Background: an optimization exercise with open tools, aiming at small area. Do not read the settings as production practice.
Function was not checked in any run shown here: the RTL went through the layout flow alone.
Power figures rest on the tool's default switching activity, not on a simulated workload.

==> flow/design.v <==
module fa_u(input a, input b, input c, output s, output co);
assign {co, s} = a + b + c;
endmodule
module ha_u(input a, input b, output s, output co);
assign {co, s} = a + b;
endmodule
module maj_u(input a, input b, input c, output co);
assign co = (a & b) | (a & c) | (b & c);
endmodule
module addr_calc(input [1:0] row, input [8:0] off, input [9:7] col, output [11:0] hi);
wire ad1, ad2; fa_u uad1 (.a(off[0]), .b(row[0]), .c(col[7]), .s(ad1), .co(ad2));
wire ad3, ad4; fa_u uad3 (.a(off[1]), .b(row[1]), .c(col[8]), .s(ad3), .co(ad4));
wire ad5, ad6; ha_u uad5 (.a(ad2), .b(ad3), .s(ad5), .co(ad6));
wire ad7, ad8; fa_u uad7 (.a(off[2]), .b(off[0]), .c(row[0]), .s(ad7), .co(ad8));
wire ad9, ad10; fa_u uad9 (.a(col[9]), .b(ad4), .c(ad7), .s(ad9), .co(ad10));
wire ad11, ad12; ha_u uad11 (.a(ad6), .b(ad9), .s(ad11), .co(ad12));
wire ad13, ad14; fa_u uad13 (.a(off[3]), .b(off[1]), .c(row[1]), .s(ad13), .co(ad14));
wire ad15, ad16; fa_u uad15 (.a(ad8), .b(ad13), .c(ad10), .s(ad15), .co(ad16));
wire ad17, ad18; ha_u uad17 (.a(ad12), .b(ad15), .s(ad17), .co(ad18));
wire ad19, ad20; fa_u uad19 (.a(off[4]), .b(off[2]), .c(ad14), .s(ad19), .co(ad20));
wire ad21, ad22; fa_u uad21 (.a(ad19), .b(ad16), .c(ad18), .s(ad21), .co(ad22));
wire ad23, ad24; fa_u uad23 (.a(off[5]), .b(off[3]), .c(ad20), .s(ad23), .co(ad24));
wire ad25, ad26; ha_u uad25 (.a(ad23), .b(ad22), .s(ad25), .co(ad26));
wire ad27, ad28; fa_u uad27 (.a(off[6]), .b(off[4]), .c(ad24), .s(ad27), .co(ad28));
wire ad29, ad30; ha_u uad29 (.a(ad27), .b(ad26), .s(ad29), .co(ad30));
wire ad31, ad32; fa_u uad31 (.a(off[7]), .b(off[5]), .c(ad28), .s(ad31), .co(ad32));
wire ad33, ad34; ha_u uad33 (.a(ad31), .b(ad30), .s(ad33), .co(ad34));
wire ad35, ad36; fa_u uad35 (.a(off[8]), .b(off[6]), .c(ad32), .s(ad35), .co(ad36));
wire ad37, ad38; ha_u uad37 (.a(ad35), .b(ad34), .s(ad37), .co(ad38));
wire ad39, ad40; fa_u uad39 (.a(off[7]), .b(ad36), .c(ad38), .s(ad39), .co(ad40));
wire ad41, ad42; ha_u uad41 (.a(off[8]), .b(ad40), .s(ad41), .co(ad42));
assign hi = {ad42, ad41, ad39, ad37, ad33, ad29, ad25, ad21, ad17, ad11, ad5, ad1};
endmodule
module grey_conv(input [23:0] inputData, output [7:0] g);
wire [7:0] R = inputData[23:16], G = inputData[15:8], B = inputData[7:0];
wire gc1, gc2; ha_u ugc1 (.a(R[0]), .b(B[0]), .s(gc1), .co(gc2));
wire gc3, gc4; fa_u ugc3 (.a(R[1]), .b(R[0]), .c(B[1]), .s(gc3), .co(gc4));
wire gc5, gc6; fa_u ugc5 (.a(G[0]), .b(gc2), .c(gc3), .s(gc5), .co(gc6));
wire gc7, gc8; fa_u ugc7 (.a(R[2]), .b(R[1]), .c(B[2]), .s(gc7), .co(gc8));
wire gc9, gc10; fa_u ugc9 (.a(G[1]), .b(gc4), .c(gc7), .s(gc9), .co(gc10));
wire gc11, gc12; ha_u ugc11 (.a(gc6), .b(gc9), .s(gc11), .co(gc12));
wire gc13, gc14; fa_u ugc13 (.a(R[3]), .b(R[2]), .c(B[3]), .s(gc13), .co(gc14));
wire gc15, gc16; fa_u ugc15 (.a(G[2]), .b(G[0]), .c(gc8), .s(gc15), .co(gc16));
wire gc17, gc18; fa_u ugc17 (.a(gc13), .b(gc10), .c(gc15), .s(gc17), .co(gc18));
wire gc19, gc20; ha_u ugc19 (.a(gc12), .b(gc17), .s(gc19), .co(gc20));
wire gc21, gc22; fa_u ugc21 (.a(R[4]), .b(R[3]), .c(B[4]), .s(gc21), .co(gc22));
wire gc23, gc24; fa_u ugc23 (.a(G[3]), .b(G[1]), .c(gc14), .s(gc23), .co(gc24));
wire gc25, gc26; fa_u ugc25 (.a(gc21), .b(gc16), .c(gc23), .s(gc25), .co(gc26));
wire gc27, gc28; fa_u ugc27 (.a(gc18), .b(gc25), .c(gc20), .s(gc27), .co(gc28));
wire gc29, gc30; fa_u ugc29 (.a(R[5]), .b(R[4]), .c(B[5]), .s(gc29), .co(gc30));
wire gc31, gc32; fa_u ugc31 (.a(G[4]), .b(G[2]), .c(gc22), .s(gc31), .co(gc32));
wire gc33, gc34; fa_u ugc33 (.a(gc29), .b(gc24), .c(gc31), .s(gc33), .co(gc34));
wire gc35, gc36; fa_u ugc35 (.a(gc26), .b(gc33), .c(gc28), .s(gc35), .co(gc36));
wire gc37, gc38; fa_u ugc37 (.a(R[6]), .b(R[5]), .c(B[6]), .s(gc37), .co(gc38));
wire gc39, gc40; fa_u ugc39 (.a(G[5]), .b(G[3]), .c(gc30), .s(gc39), .co(gc40));
wire gc41, gc42; fa_u ugc41 (.a(gc37), .b(gc32), .c(gc39), .s(gc41), .co(gc42));
wire gc43, gc44; fa_u ugc43 (.a(gc34), .b(gc41), .c(gc36), .s(gc43), .co(gc44));
wire gc45, gc46; fa_u ugc45 (.a(R[7]), .b(R[6]), .c(B[7]), .s(gc45), .co(gc46));
wire gc47, gc48; fa_u ugc47 (.a(G[6]), .b(G[4]), .c(gc38), .s(gc47), .co(gc48));
wire gc49, gc50; fa_u ugc49 (.a(gc45), .b(gc40), .c(gc47), .s(gc49), .co(gc50));
wire gc51, gc52; fa_u ugc51 (.a(gc42), .b(gc49), .c(gc44), .s(gc51), .co(gc52));
wire gc53, gc54; fa_u ugc53 (.a(R[7]), .b(G[7]), .c(G[5]), .s(gc53), .co(gc54));
wire gc55, gc56; fa_u ugc55 (.a(gc46), .b(gc53), .c(gc48), .s(gc55), .co(gc56));
wire gc57, gc58; fa_u ugc57 (.a(gc50), .b(gc55), .c(gc52), .s(gc57), .co(gc58));
wire gc59, gc60; fa_u ugc59 (.a(G[6]), .b(gc54), .c(gc56), .s(gc59), .co(gc60));
wire gc61, gc62; ha_u ugc61 (.a(gc59), .b(gc58), .s(gc61), .co(gc62));
wire gc63, gc64; fa_u ugc63 (.a(G[7]), .b(gc60), .c(gc62), .s(gc63), .co(gc64));
wire gc66 = G[0] & gc5;
wire gc68; maj_u ugc68 (.a(G[1]), .b(gc66), .c(gc11), .co(gc68));
wire gc69, gc70; fa_u ugc69 (.a(G[2]), .b(gc1), .c(gc19), .s(gc69), .co(gc70));
wire gc72 = gc68 & gc69;
wire gc73, gc74; fa_u ugc73 (.a(G[3]), .b(gc5), .c(gc70), .s(gc73), .co(gc74));
wire gc76; maj_u ugc76 (.a(gc27), .b(gc72), .c(gc73), .co(gc76));
wire gc77, gc78; fa_u ugc77 (.a(G[4]), .b(gc11), .c(gc74), .s(gc77), .co(gc78));
wire gc80; maj_u ugc80 (.a(gc35), .b(gc76), .c(gc77), .co(gc80));
wire gc81, gc82; fa_u ugc81 (.a(G[5]), .b(gc19), .c(gc78), .s(gc81), .co(gc82));
wire gc84; maj_u ugc84 (.a(gc43), .b(gc80), .c(gc81), .co(gc84));
wire gc85, gc86; fa_u ugc85 (.a(G[6]), .b(gc27), .c(gc82), .s(gc85), .co(gc86));
wire gc87, gc88; fa_u ugc87 (.a(gc51), .b(gc84), .c(gc85), .s(gc87), .co(gc88));
wire gc89, gc90; fa_u ugc89 (.a(G[7]), .b(gc35), .c(gc86), .s(gc89), .co(gc90));
wire gc91, gc92; fa_u ugc91 (.a(gc57), .b(gc88), .c(gc89), .s(gc91), .co(gc92));
wire gc93, gc94; fa_u ugc93 (.a(gc43), .b(gc61), .c(gc90), .s(gc93), .co(gc94));
wire gc95, gc96; ha_u ugc95 (.a(gc92), .b(gc93), .s(gc95), .co(gc96));
wire gc97, gc98; fa_u ugc97 (.a(gc51), .b(gc63), .c(gc94), .s(gc97), .co(gc98));
wire gc99, gc100; ha_u ugc99 (.a(gc96), .b(gc97), .s(gc99), .co(gc100));
wire gc101, gc102; fa_u ugc101 (.a(gc57), .b(gc64), .c(gc98), .s(gc101), .co(gc102));
wire gc103, gc104; ha_u ugc103 (.a(gc100), .b(gc101), .s(gc103), .co(gc104));
wire gc105, gc106; fa_u ugc105 (.a(gc61), .b(gc102), .c(gc104), .s(gc105), .co(gc106));
wire gc107, gc108; ha_u ugc107 (.a(gc63), .b(gc106), .s(gc107), .co(gc108));
wire gc109 = gc64 ^ gc108;
assign g = {gc109, gc107, gc105, gc103, gc99, gc95, gc91, gc87};
endmodule
module sobel_mag(input [7:0] m1,m2,m3,n4,m6,n7,n8,n9, output [7:0] outputData);
wire sc1 = ~(m3[0] ^ n7[0]);
wire sc2 = m3[0] | n7[0];
wire sc3, sc4; fa_u usc3 (.a(m3[1]), .b(n7[1]), .c(sc2), .s(sc3), .co(sc4));
wire sc5, sc6; fa_u usc5 (.a(m3[2]), .b(n7[2]), .c(sc4), .s(sc5), .co(sc6));
wire sc7, sc8; fa_u usc7 (.a(m3[3]), .b(n7[3]), .c(sc6), .s(sc7), .co(sc8));
wire sc9, sc10; fa_u usc9 (.a(m3[4]), .b(n7[4]), .c(sc8), .s(sc9), .co(sc10));
wire sc11, sc12; fa_u usc11 (.a(m3[5]), .b(n7[5]), .c(sc10), .s(sc11), .co(sc12));
wire sc13, sc14; fa_u usc13 (.a(m3[6]), .b(n7[6]), .c(sc12), .s(sc13), .co(sc14));
wire sc15, sc16; fa_u usc15 (.a(m3[7]), .b(n7[7]), .c(sc14), .s(sc15), .co(sc16));
wire sc17 = ~sc16;
wire sc19 = ~(m1[0] ^ n9[0]);
wire sc20 = m1[0] | n9[0];
wire sc21, sc22; fa_u usc21 (.a(m1[1]), .b(n9[1]), .c(sc20), .s(sc21), .co(sc22));
wire sc23, sc24; fa_u usc23 (.a(m1[2]), .b(n9[2]), .c(sc22), .s(sc23), .co(sc24));
wire sc25, sc26; fa_u usc25 (.a(m1[3]), .b(n9[3]), .c(sc24), .s(sc25), .co(sc26));
wire sc27, sc28; fa_u usc27 (.a(m1[4]), .b(n9[4]), .c(sc26), .s(sc27), .co(sc28));
wire sc29, sc30; fa_u usc29 (.a(m1[5]), .b(n9[5]), .c(sc28), .s(sc29), .co(sc30));
wire sc31, sc32; fa_u usc31 (.a(m1[6]), .b(n9[6]), .c(sc30), .s(sc31), .co(sc32));
wire sc33, sc34; fa_u usc33 (.a(m1[7]), .b(n9[7]), .c(sc32), .s(sc33), .co(sc34));
wire sc35 = ~sc34;
wire sc37 = ~(m6[0] ^ n4[0]);
wire sc38 = m6[0] | n4[0];
wire sc39, sc40; fa_u usc39 (.a(m6[1]), .b(n4[1]), .c(sc38), .s(sc39), .co(sc40));
wire sc41, sc42; fa_u usc41 (.a(m6[2]), .b(n4[2]), .c(sc40), .s(sc41), .co(sc42));
wire sc43, sc44; fa_u usc43 (.a(m6[3]), .b(n4[3]), .c(sc42), .s(sc43), .co(sc44));
wire sc45, sc46; fa_u usc45 (.a(m6[4]), .b(n4[4]), .c(sc44), .s(sc45), .co(sc46));
wire sc47, sc48; fa_u usc47 (.a(m6[5]), .b(n4[5]), .c(sc46), .s(sc47), .co(sc48));
wire sc49, sc50; fa_u usc49 (.a(m6[6]), .b(n4[6]), .c(sc48), .s(sc49), .co(sc50));
wire sc51, sc52; fa_u usc51 (.a(m6[7]), .b(n4[7]), .c(sc50), .s(sc51), .co(sc52));
wire sc53 = ~sc52;
wire sc55 = ~(m2[0] ^ n8[0]);
wire sc56 = m2[0] | n8[0];
wire sc57, sc58; fa_u usc57 (.a(m2[1]), .b(n8[1]), .c(sc56), .s(sc57), .co(sc58));
wire sc59, sc60; fa_u usc59 (.a(m2[2]), .b(n8[2]), .c(sc58), .s(sc59), .co(sc60));
wire sc61, sc62; fa_u usc61 (.a(m2[3]), .b(n8[3]), .c(sc60), .s(sc61), .co(sc62));
wire sc63, sc64; fa_u usc63 (.a(m2[4]), .b(n8[4]), .c(sc62), .s(sc63), .co(sc64));
wire sc65, sc66; fa_u usc65 (.a(m2[5]), .b(n8[5]), .c(sc64), .s(sc65), .co(sc66));
wire sc67, sc68; fa_u usc67 (.a(m2[6]), .b(n8[6]), .c(sc66), .s(sc67), .co(sc68));
wire sc69, sc70; fa_u usc69 (.a(m2[7]), .b(n8[7]), .c(sc68), .s(sc69), .co(sc70));
wire sc71 = ~sc70;
wire sc73 = ~(sc1 ^ ~sc19);
wire sc74 = sc1 | ~sc19;
wire sc75, sc76; fa_u usc75 (.a(sc37), .b(sc3), .c(~sc21), .s(sc75), .co(sc76));
wire sc77, sc78; ha_u usc77 (.a(sc74), .b(sc75), .s(sc77), .co(sc78));
wire sc79, sc80; fa_u usc79 (.a(sc39), .b(sc5), .c(~sc23), .s(sc79), .co(sc80));
wire sc81, sc82; fa_u usc81 (.a(sc76), .b(sc78), .c(sc79), .s(sc81), .co(sc82));
wire sc83, sc84; fa_u usc83 (.a(sc41), .b(sc7), .c(~sc25), .s(sc83), .co(sc84));
wire sc85, sc86; fa_u usc85 (.a(sc80), .b(sc82), .c(sc83), .s(sc85), .co(sc86));
wire sc87, sc88; fa_u usc87 (.a(sc43), .b(sc9), .c(~sc27), .s(sc87), .co(sc88));
wire sc89, sc90; fa_u usc89 (.a(sc84), .b(sc86), .c(sc87), .s(sc89), .co(sc90));
wire sc91, sc92; fa_u usc91 (.a(sc45), .b(sc11), .c(~sc29), .s(sc91), .co(sc92));
wire sc93, sc94; fa_u usc93 (.a(sc88), .b(sc90), .c(sc91), .s(sc93), .co(sc94));
wire sc95, sc96; fa_u usc95 (.a(sc47), .b(sc13), .c(~sc31), .s(sc95), .co(sc96));
wire sc97, sc98; fa_u usc97 (.a(sc92), .b(sc94), .c(sc95), .s(sc97), .co(sc98));
wire sc99, sc100; fa_u usc99 (.a(sc49), .b(sc15), .c(~sc33), .s(sc99), .co(sc100));
wire sc101, sc102; fa_u usc101 (.a(sc96), .b(sc98), .c(sc99), .s(sc101), .co(sc102));
wire sc103, sc104; fa_u usc103 (.a(sc51), .b(~sc17), .c(sc35), .s(sc103), .co(sc104));
wire sc105, sc106; fa_u usc105 (.a(sc100), .b(sc103), .c(sc102), .s(sc105), .co(sc106));
wire sc107, sc108; fa_u usc107 (.a(~sc53), .b(sc104), .c(sc106), .s(sc107), .co(sc108));
wire sc109 = ~sc108;
wire sc111, sc112; ha_u usc111 (.a(sc1), .b(sc19), .s(sc111), .co(sc112));
wire sc113, sc114; fa_u usc113 (.a(sc55), .b(sc112), .c(sc3), .s(sc113), .co(sc114));
wire sc115, sc116; ha_u usc115 (.a(sc21), .b(sc113), .s(sc115), .co(sc116));
wire sc117, sc118; fa_u usc117 (.a(sc57), .b(sc5), .c(sc23), .s(sc117), .co(sc118));
wire sc119, sc120; fa_u usc119 (.a(sc114), .b(sc116), .c(sc117), .s(sc119), .co(sc120));
wire sc121, sc122; fa_u usc121 (.a(sc59), .b(sc7), .c(sc25), .s(sc121), .co(sc122));
wire sc123, sc124; fa_u usc123 (.a(sc118), .b(sc120), .c(sc121), .s(sc123), .co(sc124));
wire sc125, sc126; fa_u usc125 (.a(sc61), .b(sc9), .c(sc27), .s(sc125), .co(sc126));
wire sc127, sc128; fa_u usc127 (.a(sc122), .b(sc124), .c(sc125), .s(sc127), .co(sc128));
wire sc129, sc130; fa_u usc129 (.a(sc63), .b(sc11), .c(sc29), .s(sc129), .co(sc130));
wire sc131, sc132; fa_u usc131 (.a(sc126), .b(sc128), .c(sc129), .s(sc131), .co(sc132));
wire sc133, sc134; fa_u usc133 (.a(sc65), .b(sc13), .c(sc31), .s(sc133), .co(sc134));
wire sc135, sc136; fa_u usc135 (.a(sc130), .b(sc132), .c(sc133), .s(sc135), .co(sc136));
wire sc137, sc138; fa_u usc137 (.a(sc67), .b(sc15), .c(sc33), .s(sc137), .co(sc138));
wire sc139, sc140; fa_u usc139 (.a(sc134), .b(sc136), .c(sc137), .s(sc139), .co(sc140));
wire sc141, sc142; fa_u usc141 (.a(sc69), .b(~sc17), .c(~sc35), .s(sc141), .co(sc142));
wire sc143, sc144; fa_u usc143 (.a(sc138), .b(sc141), .c(sc140), .s(sc143), .co(sc144));
wire sc145, sc146; fa_u usc145 (.a(~sc71), .b(sc142), .c(sc144), .s(sc145), .co(sc146));
wire sc147 = ~sc146;
wire sc149, sc150; fa_u usc149 (.a(ax0), .b(ay0), .c(sc109), .s(sc149), .co(sc150));
wire sc151, sc152; ha_u usc151 (.a(sc147), .b(sc149), .s(sc151), .co(sc152));
wire sc153, sc154; fa_u usc153 (.a(ax1), .b(ay1), .c(sc150), .s(sc153), .co(sc154));
wire sc155, sc156; ha_u usc155 (.a(sc152), .b(sc153), .s(sc155), .co(sc156));
wire sc157, sc158; fa_u usc157 (.a(ax2), .b(ay2), .c(sc154), .s(sc157), .co(sc158));
wire sc159, sc160; ha_u usc159 (.a(sc156), .b(sc157), .s(sc159), .co(sc160));
wire sc161, sc162; fa_u usc161 (.a(ax3), .b(ay3), .c(sc158), .s(sc161), .co(sc162));
wire sc163, sc164; ha_u usc163 (.a(sc160), .b(sc161), .s(sc163), .co(sc164));
wire sc165, sc166; fa_u usc165 (.a(ax4), .b(ay4), .c(sc162), .s(sc165), .co(sc166));
wire sc167, sc168; ha_u usc167 (.a(sc164), .b(sc165), .s(sc167), .co(sc168));
wire sc169, sc170; fa_u usc169 (.a(ax5), .b(ay5), .c(sc166), .s(sc169), .co(sc170));
wire sc171, sc172; ha_u usc171 (.a(sc168), .b(sc169), .s(sc171), .co(sc172));
wire sc173, sc174; fa_u usc173 (.a(ax6), .b(ay6), .c(sc170), .s(sc173), .co(sc174));
wire sc175, sc176; ha_u usc175 (.a(sc172), .b(sc173), .s(sc175), .co(sc176));
wire sc177, sc178; fa_u usc177 (.a(ax7), .b(ay7), .c(sc174), .s(sc177), .co(sc178));
wire sc179, sc180; ha_u usc179 (.a(sc176), .b(sc177), .s(sc179), .co(sc180));
wire sc181, sc182; fa_u usc181 (.a(ax8), .b(ay8), .c(sc178), .s(sc181), .co(sc182));
wire sc183, sc184; ha_u usc183 (.a(sc180), .b(sc181), .s(sc183), .co(sc184));
wire sc185, sc186; fa_u usc185 (.a(ax9), .b(ay9), .c(sc182), .s(sc185), .co(sc186));
wire sc187, sc188; ha_u usc187 (.a(sc184), .b(sc185), .s(sc187), .co(sc188));
wire sc189 = sc186 ^ sc188;
wire ax0 = sc73 ^ sc109;
wire ay0 = sc111 ^ sc147;
wire ax1 = sc77 ^ sc109;
wire ay1 = sc115 ^ sc147;
wire ax2 = sc81 ^ sc109;
wire ay2 = sc119 ^ sc147;
wire ax3 = sc85 ^ sc109;
wire ay3 = sc123 ^ sc147;
wire ax4 = sc89 ^ sc109;
wire ay4 = sc127 ^ sc147;
wire ax5 = sc93 ^ sc109;
wire ay5 = sc131 ^ sc147;
wire ax6 = sc97 ^ sc109;
wire ay6 = sc135 ^ sc147;
wire ax7 = sc101 ^ sc109;
wire ay7 = sc139 ^ sc147;
wire ax8 = sc105 ^ sc109;
wire ay8 = sc143 ^ sc147;
wire ax9 = sc107 ^ sc109;
wire ay9 = sc145 ^ sc147;
wire sat = sc189 | sc187 | sc183;
assign outputData = {sc179, sc175, sc171, sc167, sc163, sc159, sc155, sc151} | {8{sat}};
endmodule
module edgeDetection2(
    input  logic        clk,
    input  logic        n_rst,
    input  logic        startSignal,
    input  logic [23:0] inputData,
    input  logic        rwError,
    input  logic        readDone,
    input  logic        writeDone,
    output logic [31:0] readAddress,
    output logic [7:0]  outputData,
    output logic        readEnable,
    output logic        writeEnable,
    output logic        outputError
);
localparam [2:0] IDLE = 3'd0, GEN = 3'd1, WAITD = 3'd2, STORE = 3'd3,
                 ERR = 3'd4, WRITE = 3'd5;
reg [2:0] state;
wire exec  = (state == GEN);
wire store = (state == STORE);
wire grab  = (state == WAITD) & readDone & ~rwError;
reg  [3:0] cnt;      
reg        np3;      
wire       cntTop = np3 ? (cnt == 4'd3) : (cnt == 4'd9);
always_ff @(posedge clk, negedge n_rst)
    if (!n_rst) state <= IDLE;
    else case (state)
        IDLE:    if (startSignal) state <= GEN;
        GEN:     state <= WAITD;
        WAITD:   if (rwError) state <= ERR; else if (readDone) state <= STORE;
        STORE:   state <= cntTop ? WRITE : GEN;
        WRITE:   if (writeDone) state <= GEN;
        default: state <= state;
    endcase
assign readEnable  = (state == WAITD);
assign writeEnable = (state == WRITE);
assign outputError = (state == ERR);
reg [1:0] row;       
reg [9:0] col;       
reg [8:0] off;       
wire rowWrap = row[1] & row[0];
wire colWrap = col[9] & col[7];
wire offWrap = &{off[8:6], off[4:1]};
reg  colWrapD1, colWrapD2;
reg  np3Pre;
wire [9:0] colInc; wire [10:0] colC;
wire [8:0] offInc; wire [9:0] offC;
assign colC[0] = 1'b1;
assign offC[0] = 1'b1;
genvar gi;
generate
    for (gi = 0; gi < 10; gi = gi + 1) begin : colIncBit
        ha_u u (.a(col[gi]), .b(colC[gi]), .s(colInc[gi]), .co(colC[gi+1]));
    end
    for (gi = 0; gi < 9; gi = gi + 1) begin : offIncBit
        ha_u u (.a(off[gi]), .b(offC[gi]), .s(offInc[gi]), .co(offC[gi+1]));
    end
endgenerate
always_ff @(posedge clk, negedge n_rst)
    if (!n_rst) begin
        row <= '0; col <= '0; off <= '0;
        colWrapD1 <= 1'b0; colWrapD2 <= 1'b0;
        np3Pre <= 1'b0; np3 <= 1'b0;
    end else begin
        if (rowWrap) row <= '0; else if (exec) row <= {row[1] ^ row[0], ~row[0]};
        if (colWrap) col <= '0; else if (rowWrap) col <= colInc;
        if (offWrap) off <= '0; else if (colWrap) off <= offInc;
        colWrapD1 <= colWrap;
        colWrapD2 <= colWrapD1;
        np3Pre <= (|col[9:2]) | (col[1] & col[0]);
        np3 <= np3Pre;
    end
wire rowZ  = ~(row[1] | row[0]);
wire colZ  = ~(|col);
wire offZ  = ~(|off);
wire back  = rowZ & colZ;             
wire [6:0] colLoDec; wire [7:0] colBw;
assign colBw[0] = rowZ;
generate
    for (gi = 0; gi < 7; gi = gi + 1) begin : colDecBit
        assign colLoDec[gi] = col[gi] ^ colBw[gi];
        assign colBw[gi+1]  = ~col[gi] & colBw[gi];
    end
endgenerate
wire [2:0] colHi = back ? 3'd4 : (col[9:7] - {2'd0, colBw[7]});
wire [1:0] k = rowZ ? (back ? 2'd1 : 2'd2) : (row - 2'd1);
reg offWrapRd;
always_ff @(posedge clk)
    if (exec) offWrapRd <= offWrap;
wire [8:0] offR = off | ({9{(back & offZ) | offWrapRd}} & 9'd478);
wire [11:0] addrHi;
addr_calc addrCalc (.row(k), .off(offR), .col(colHi), .hi(addrHi));
assign readAddress = {8'd0, addrHi, colLoDec, 5'd0};
always_ff @(posedge clk, negedge n_rst)
    if (!n_rst) cnt <= '0;
    else if (colWrapD2) cnt <= '0;
    else if (grab) begin
        if (np3 ? (cnt >= 4'd3) : (cnt >= 4'd9)) cnt <= 4'd1;
        else cnt <= cnt + 4'd1;
    end
wire [7:0] grey;
grey_conv greyConv (.inputData(inputData), .g(grey));
reg [7:0] pixel;
always_ff @(posedge clk) pixel <= grey;
reg [7:0] m1, m2, m3, n4, m5, m6, n7, n8, n9;
wire [7:0] npixel = ~pixel;
always_ff @(posedge clk) begin
    if (!np3) begin
        case (cnt)
            4'd1: m1 <= pixel;
            4'd2: n4 <= npixel;
            4'd3: n7 <= npixel;
            4'd4: m2 <= pixel;
            4'd5: m5 <= pixel;
            4'd6: n8 <= npixel;
            4'd7: m3 <= pixel;
            4'd8: m6 <= pixel;
            default: n9 <= npixel;
        endcase
    end else if (store) begin
        if (cnt == 4'd1) begin
            m1 <= m2; m2 <= m3; m3 <= pixel;
            n4 <= ~m5; m5 <= m6;
            n7 <= n8; n8 <= n9;
        end
        if (cnt == 4'd2) m6 <= pixel;
        if (cnt == 4'd3) n9 <= npixel;
    end
end
wire [7:0] mag;
sobel_mag sobelMag (.m1(m1), .m2(m2), .m3(m3), .n4(n4), .m6(m6), .n7(n7),
                    .n8(n8), .n9(npixel), .outputData(mag));
reg [7:0] outR;
always_ff @(posedge clk) outR <= mag;
assign outputData = outR;
endmodule
==> flow/flow/run.sh <==
#!/bin/bash
set -e
export BUFFER_PORTS_ARGS="-buffer_cell sky130_fd_sc_hd__buf_1"
export CTS_ARGS="-sink_clustering_enable -repair_clock_nets -dont_use_dummy_load -buf_list sky130_fd_sc_hd__clkbuf_8 -sink_clustering_size 30 -sink_clustering_max_diameter 100"
bash standard.sh > standard.log 2>&1
==> flow/standard.sh <==
#!/bin/bash
# synth_recipe.tcl (not shown) runs the flow's synth.tcl, then flattens the netlist and writes it again
# the make line also repeats each setting of config.mk as NAME=value (left out here)
make -C /OpenROAD-flow-scripts/flow DESIGN_CONFIG=/design/flow/config.mk WORK_HOME=/design/flow/orfs CLKGATE_MAP_FILE= SYNTH_SCRIPT=/design/flow/synth_recipe.tcl "${@:-finish}"
==> flow/config.mk <==
export PLATFORM = sky130hd
export DESIGN_NAME = edgeDetection2
export DESIGN_NICKNAME = edgeDetection2
export VERILOG_FILES = /design/flow/design.v
export SDC_FILE = /design/flow/constraint.sdc
export NUM_CORES = 4
export LEC_CHECK = 0
export CAP_MARGIN = 20
export CORE_MARGIN = 2
export CORE_UTILIZATION = 40
export SLEW_MARGIN = 20
export SYNTH_HIERARCHICAL = 1
==> flow/constraint.sdc <==
create_clock -name core_clock -period 12.0 [get_ports {clk}]
set_input_delay 2.4000 -clock core_clock [delete_from_list [all_inputs] [get_ports {clk}]]
set_output_delay 2.4000 -clock core_clock [all_outputs]
set_load 0.01 [all_outputs]
==> impl_metrics.env, run 1 <==
export IMPL_final_util=0.430
export IMPL_avgSynthCellArea_um2=12.4
export IMPL_synthTopCellsByArea="fa_1 28%, edfxtp_1 25%, ha_1 9.8%"
export IMPL_setup_violations=0
export IMPL_multi_input_area_um2=4960
export IMPL_dp_cells=1007
export IMPL_synth_top_flop_cell="edfxtp_1"
export IMPL_final_nets=969
export IMPL_fmax_mhz=90.7
export IMPL_design_core_area_um2=21700
export IMPL_synth_edf_count=73
export IMPL_yosys_register_bits=121
export IMPL_rsz0062_at_grt="no"
export IMPL_max_stage_delay_ns=0.63
export IMPL_cts_root_buf="clkbuf_8"
export IMPL_place_gp_congestion=0.808
export IMPL_std_cell_rows=54
export IMPL_dr_total_vias=4918
export IMPL_yosysUniqueCellTypes=46
export IMPL_fin_crit_ns=11.03
export IMPL_ant_nets=0
export IMPL_pin_count=73
export IMPL_instances_no_fill=1025
export IMPL_tns_ns=0
export IMPL_worstSetupEndpointType="flop"
export IMPL_firstDrtPassIters=4
export IMPL_synthCells=705
export IMPL_clk_pin_slew_ns=0.06
export IMPL_n_antenna_cell=0
export IMPL_cp_max_fo=11
export IMPL_maxSlewHeadroom=0.309
export IMPL_cts_buffers=17
export IMPL_crit_slowest_cell="fa_1"
export IMPL_die_area_um2=23100
export IMPL_cts_tree="done"
export IMPL_cp_required_ns=12.28
export IMPL_p_per_area_nw_per_um2=289
export IMPL_routed_wirelength_mm=15.4
export IMPL_grt_overflow_total=0
export IMPL_finalHoldViolCount=0
export IMPL_status="finished clean"
export IMPL_max_slew_worst_pin_slew_ns=1.03
export IMPL_power_leakage_nw=3.75
export IMPL_yosysTopAreaCellShare=0.281
export IMPL_grt_max_degree=84
export IMPL_rr_worst_depth=29
export IMPL_cp_common_cell="fa_1"
export IMPL_io_buffers=59
export IMPL_max_clock_path_buffers=2
export IMPL_totalPowerFinal_mw=2.69
export IMPL_hpwl_mm=12.3
export IMPL_synth_commonest_cells="123 x fa_1, 93 x nand2_1, 73 x edfxtp_1, 69 x ha_1, 60 x inv_1"
export IMPL_ys_seq_area_frac=0.378
export IMPL_drtIter0Drc=328
export IMPL_cp_start_kind="flop"
export IMPL_grtUsageTotal=0.142
export IMPL_syn_to_final_growth_pct=6.40
export IMPL_final_fill_count=2041
export IMPL_cts_sinks=121
export IMPL_ys_async_sr_fraction=0.264
export IMPL_yosysTopAreaCell="fa_1"
export IMPL_grt_pass1_wl_mm=26.1
export IMPL_start_util=0.405
export IMPL_clk_insertion_delay_late_ns=0.44
export IMPL_die_h_um=152
export IMPL_worstPathArrival_ns=11.31
export IMPL_wl_per_cell_um=15.0
export IMPL_drv_slew=0
export IMPL_grt_pass1_vias=5109
export IMPL_rrSetupSlack_ns=0.97
export IMPL_hold_path_depth=0
export IMPL_maxCapViolCount=0
export IMPL_fin_skew_ns=0.0224
export IMPL_seq_area_um2=3310
export IMPL_drc=0
export IMPL_critical_path_class="reg -> reg"
export IMPL_viasPerCell=4.80
export IMPL_antenna_found_initial=0
export IMPL_syn_area_um2=8770
export IMPL_ctsHtreeMaxLevel=4
export IMPL_worst_hold_path_type="reg -> reg"
export IMPL_min_period_over_period=0.919
export IMPL_post_cts_buffers=0
export IMPL_final_setup_worst_slack_ns=0.973
export IMPL_die_width_um=152
export IMPL_synth_most_common_cell="fa_1"
export IMPL_dpl_worst_slack_ns=0.966
export IMPL_drive_above_1_share=0.0510
export IMPL_vdd_ir_drop_max_mv=0.387
export IMPL_postCtsResizedCells=0
export IMPL_yosys_warnings=7
export IMPL_cts_hold_buf=0
==> logic make-up after synthesis <==
family / share of synthesized area
and+or+nand+nor: 0.0968
xor gates and xnor gates: 0.0240
DFF: 0.378
adders and majority gates: 0.384
muxes: 0.0114
AOI/OAI and AO/OA: 0.0419
buffers and inverters: 0.0632
other: 0.000856
==> cell type report <==
cell class / instances / area share
Timing Repair Buffer: 63 / 0.0271
Clock buffer: 17 / 0.0251
Multi-Input combinational cell: 484 / 0.531
Inverter: 60 / 0.0241
Sequential cell: 121 / 0.355
Tap cell: 280 / 0.0375
==> metal layers <==
layer / share of wire / track usage / wire (um) / vias to the layer above
met5: 0 / 0 / 0 / -
met4: 0.0082 / 0.0392 / 127 / 0
met3: 0.044 / 0.0351 / 677 / 11
met2: 0.45 / 0.213 / 6980 / 83
met1: 0.49 / 0.208 / 7620 / 2469
li1: - / - / - / 2355
==> worst paths after layout <==
check | startpoint | to
setup / recovery | pixel[0]$_DFF_P_ | outR[4]$_DFF_P_
hold / removal | colWrapD1$_DFF_PN0_ | colWrapD2$_DFF_PN0_
setup reg to reg | pixel[0]$_DFF_P_ | outR[4]$_DFF_P_
hold reg to reg | colWrapD1$_DFF_PN0_ | colWrapD2$_DFF_PN0_
max in group asynchronous | n_rst | np3$_DFF_PN0_
min in group asynchronous | n_rst | np3Pre$_DFF_PN0_
==> per-module statistics from Yosys (local to each module, per instance), excerpt <==
module	cells	flops+latches	copies in the design
grey_conv	11	0	1
edgeDetection2	444	121	1
addr_calc	12	0	1
sobel_mag	63	0	1
maj_u	1	0	4
fa_u	1	0	123
==> where the power goes <==
group          total, mW  internal, mW  switching [mW]  leakage [nW]
Combinational       1.86         0.881           0.981          2.40
Clock              0.265         0.124           0.140         0.122
Sequential         0.568         0.538          0.0297          1.23
==> sequential cells by signal, summed over array words and instances, names as in the netlist, 4 cells and up <==
name / flops
m5: 8
col: 10
n9: 8
n8: 8
m6: 8
m3: 8
n7: 8
cnt: 4
m2: 8
n4: 8
m1: 8
pixel: 8
outR: 8
off: 9
==> cells in the final DEF, fill, tap and decap left out, types with 2 or more instances in the layout <==
master	instances
fa_1	123
nand2_1	93
edfxtp_1	73
ha_1	69
inv_1	60
buf_1	58
dfrtp_1	31
nor2_1	28
o21ai_0	21
xnor2_1	21
a21oi_1	18
clkbuf_8	17
dfxtp_1	16
conb_1	15
nand2b_1	12
mux2i_1	10
or4_1	9
a21boi_0	8
or2_2	7
nand3_1	6
nor3_1	4
maj3_2	4
buf_4	4
nor3b_1	3
and2_1	3
xor2_1	3
nand3b_1	2
a21boi_1	2
a31oi_1	2
and3_1	2
a211oi_1	2
==> stage by stage <==
stage | area, um^2 | hold slack, ns
finish | 9340 | 0.351
global route | 9340 | 0.367
CTS | 9320 | 0.351
detailed placement | 9090 | 0.337
global placement | 9070 | 0.334
floorplan | 8820 | 0.331
==> critical path, delay by kind of cell (launching register included) <==
family,cells,cell delay (ns)
adder cells (fa/ha/maj),23,9.49
AND/OR/NAND/NOR,1,0.50
flip-flops,1,0.41
XOR/XNOR,1,0.27
buffers and inverters,4,0.25
==> run 2: changes to the inputs <==
==> flow/flow/run.sh (replaced) <==
#!/bin/bash
set -e
export BUFFER_PORTS_ARGS="-buffer_cell sky130_fd_sc_hd__buf_1"
export CTS_ARGS="-sink_clustering_enable -repair_clock_nets -dont_use_dummy_load -buf_list sky130_fd_sc_hd__clkbuf_4 -sink_clustering_size 12 -sink_clustering_max_diameter 60"
bash standard.sh > standard.log 2>&1
==> run 2 against run 1 <==
Against the previous run:
- first-iteration DRC count fell by 3.0%
- sequential share of layout area rose by 0.40 points
- routed wire length decreased by 0.34%
- cell count about the same
- total power decreased by 2.5%
==> impl_metrics.env, run 2 <==
export IMPL_status="finished clean"
export IMPL_max_slew_worst_pin_slew_ns=1.04
export IMPL_drtIter0Drc=318
export IMPL_p_per_area_nw_per_um2=285
export IMPL_wl_per_cell_um=15.0
export IMPL_final_nets=969
export IMPL_synth_top_flop_cell="edfxtp_1"
export IMPL_final_fill_count=2058
export IMPL_cts_root_buf="clkbuf_4"
export IMPL_yosys_warnings=7
export IMPL_vdd_ir_drop_max_mv=0.383
export IMPL_cp_start_kind="flop"
export IMPL_die_h_um=152
export IMPL_grtUsageTotal=0.141
export IMPL_power_leakage_nw=3.71
export IMPL_r2r_end="outR[4]$_DFF_P_"
export IMPL_cp_common_cell="fa_1"
export IMPL_endpoint="outR[4]$_DFF_P_"
export IMPL_post_cts_buffers=0
export IMPL_yosysUniqueCellTypes=46
export IMPL_max_stage_delay_ns=0.63
export IMPL_grt_pass1_wl_mm=26.0
export IMPL_ant_nets=0
export IMPL_synthTopCellsByArea="fa_1 28%, edfxtp_1 25%, ha_1 9.8%"
export IMPL_drive_above_1_share=0.0510
export IMPL_rrSetupSlack_ns=0.98
export IMPL_cts_tree="done"
export IMPL_dr_total_vias=4958
export IMPL_instances_no_fill=1026
export IMPL_worst_hold_path_type="reg -> reg"
export IMPL_syn_area_um2=8770
export IMPL_maxSlewHeadroom=0.307
export IMPL_pin_count=73
export IMPL_cp_required_ns=12.36
export IMPL_hpwl_mm=12.3
export IMPL_die_area_um2=23100
export IMPL_crit_slowest_cell="fa_1"
export IMPL_drc=0
export IMPL_final_setup_worst_slack_ns=0.978
export IMPL_tns_ns=0
export IMPL_path_delay_family="adder cells"
export IMPL_largest_reg_flops=10
export IMPL_viasPerCell=4.83
export IMPL_cts_buffers=17
export IMPL_synth_edf_count=73
export IMPL_synth_most_common_cell="fa_1"
export IMPL_ys_seq_area_frac=0.378
export IMPL_avgSynthCellArea_um2=12.4
export IMPL_synth_commonest_cells="123 x fa_1, 93 x nand2_1, 73 x edfxtp_1, 69 x ha_1, 60 x inv_1"
export IMPL_start_util=0.405
export IMPL_fin_skew_ns=0.0339
export IMPL_cp_depth=29
export IMPL_cp_max_fo=11
export IMPL_ys_async_sr_fraction=0.264
export IMPL_worstPathBufferInverterCount=4
export IMPL_clk_pin_slew_ns=0.08
export IMPL_finalHoldViolCount=0
export IMPL_fmax_mhz=90.7
export IMPL_top_regs="col x10, off x9"
export IMPL_grt_max_degree=84
export IMPL_cts_hold_buf=0
export IMPL_clk_insertion_delay_late_ns=0.52
export IMPL_postCtsResizedCells=0
export IMPL_timing_rr_start="pixel[0]$_DFF_P_"
export IMPL_maxCapViolCount=0
export IMPL_place_gp_congestion=0.808
export IMPL_io_buffers=59
export IMPL_yosysTopAreaCell="fa_1"
export IMPL_antenna_found_initial=1
export IMPL_grt_overflow_total=0
export IMPL_design_core_area_um2=21700
export IMPL_max_clock_path_buffers=2
export IMPL_final_cell_mix="123 x fa_1, 93 x nand2_1, 73 x edfxtp_1, 69 x ha_1, 60 x inv_1"
export IMPL_routed_wirelength_mm=15.4
export IMPL_dp_cells=1007
export IMPL_rsz0062_at_grt="no"
export IMPL_drv_slew=0
export IMPL_grt_pass1_vias=5128
export IMPL_yosys_register_bits=121
export IMPL_synthCells=705
export IMPL_firstDrtPassIters=4
export IMPL_worstSetupEndpointType="flop"
export IMPL_dpl_worst_slack_ns=0.966
export IMPL_fin_crit_ns=11.02
export IMPL_worstPathArrival_ns=11.39
export IMPL_rr_worst_depth=29
export IMPL_worstSetupStartpoint="pixel[0]$_DFF_P_"
export IMPL_ctsHtreeMaxLevel=4
export IMPL_critical_path_class="reg -> reg"
export IMPL_setup_violations=0
export IMPL_min_period_over_period=0.919
export IMPL_die_width_um=152
export IMPL_syn_to_final_growth_pct=5.22
export IMPL_std_cell_rows=54
export IMPL_cts_sinks=121
export IMPL_final_common_cell="fa_1"
export IMPL_regMostFlops="col"
export IMPL_yosysTopAreaCellShare=0.281
## run 2: layer usage
layer | vias up | GRT usage | routed length (um)
li1 | 2356 | - | -
met3 | 12 | 0.0342 | 679
met1 | 2491 | 0.206 | 7570
met2 | 99 | 0.214 | 6970
met5 | - | 0 | 0
met4 | 0 | 0.0365 | 133
## run 2: kinds of logic (layout without fill, tap and decap cells)
logic type | after synthesis | count (layout) | synth area share
fa+ha+maj | 196 | 196 | 0.384
buf+inv | 113 | 140 | 0.0632
flops | 121 | 121 | 0.378
compound gates | 61 | 61 | 0.0419
xor+xnor | 24 | 24 | 0.0240
simple gates | 178 | 178 | 0.0968
mux | 10 | 10 | 0.0114
other cells | 2 | 16 | 0.000856
## run 2: cell type report
type | instances | area [um^2] | area share
antenna | 1 | 2.50 | 0.000271
sequential | 121 | 3310 | 0.359
tap | 280 | 350 | 0.0380
inverter | 60 | 225 | 0.0244
timing repair buffer | 63 | 253 | 0.0274
clock buffer | 17 | 128 | 0.0138
multi-input combinational | 484 | 4960 | 0.537
## run 2: worst min path at each step
stage	startpoint	end	slack (ns)	cells past startpoint
after floorplan	colWrapD1$_DFF_PN0_	colWrapD2$_DFF_PN0_	0.33	0
after global placement	np3Pre$_DFF_PN0_	np3$_DFF_PN0_	0.33	0
after detailed placement	np3Pre$_DFF_PN0_	np3$_DFF_PN0_	0.34	0
after CTS	colWrapD1$_DFF_PN0_	colWrapD2$_DFF_PN0_	0.36	0
after global routing	colWrapD1$_DFF_PN0_	colWrapD2$_DFF_PN0_	0.38	0
final	colWrapD1$_DFF_PN0_	colWrapD2$_DFF_PN0_	0.36	0
## run 2: metrics by stage
step | hold slack, ns | area (um^2) | util | power (mW)
4_1_cts | 0.355 | 9220 | 0.425 | 2.69
3_5_place_dp | 0.337 | 9090 | 0.419 | 2.46
3_3_place_gp | 0.334 | 9070 | 0.418 | 2.43
5_1_grt | 0.375 | 9230 | 0.426 | 3.02
2_1_floorplan | 0.331 | 8820 | - | 2.17
6_report | 0.359 | 9230 | 0.426 | 2.63
## run 2: worst register-to-register path, delay by kind of cell (launching register included)
kind,cells,cell delay [ns]
xor gates and xnor gates,1,0.27
adders and majority gates,23,9.49
buffers and inverters,4,0.25
DFF,1,0.41
and+or+nand+nor,1,0.50
## run 2: power breakdown
group / leakage, nW / internal [mW] / total (mW) / switching [mW]
combinational: 2.40 / 0.881 / 1.86 / 0.982
clock: 0.0782 / 0.0647 / 0.196 / 0.132
sequential: 1.23 / 0.537 / 0.566 / 0.0292
total: 3.71 / 1.48 / 2.63 / 1.14
## run 2: Yosys stat by module (local to each module, per instance)
| module | cells | flops+latches | cell area, um^2 | times used |
|---|---|---|---|---|
| edgeDetection2 | 444 | 121 | 5080 | 1 |
| sobel_mag | 63 | 0 | 418 | 1 |
| addr_calc | 12 | 0 | 90.1 | 1 |
| maj_u | 1 | 0 | 11.3 | 4 |
| ha_u | 1 | 0 | 12.5 | 48 |
| fa_u | 1 | 0 | 20.0 | 123 |
| grey_conv | 11 | 0 | 81.3 | 1 |

-- what the ideal ports hide --
The flow's constraints put no driver on any port. The routed layouts listed below were extracted and timed again, unchanged, in two steps.
Step 1: set_driving_cell puts a clkbuf_16 on clk and a buf_2 on each other input, an assumption about the parent block.
Step 2, shift: input delay + t, output delay - t, t = (earliest + latest rising clock arrival at the registers) / 2. This alone moves slack from input paths to output paths.
Three values: ideal, step 1, step 2; two values: the first two.
| run | t (ns) | setup WS [ns] | worst register clock-pin slew, ns | worst slew at a driven data input, ns | pins driven straight from the clock port |
|---|---|---|---|---|---|
| run 1 | 0.463 | 0.973 / 0.973 / 0.973 | 0.08 / 0.08 | 0.03 | 1 |
| run 2 | 0.547 | 0.978 / 0.978 / 0.978 | 0.12 / 0.12 | 0.03 | 1 |
After both steps every run listed still meets setup and hold.
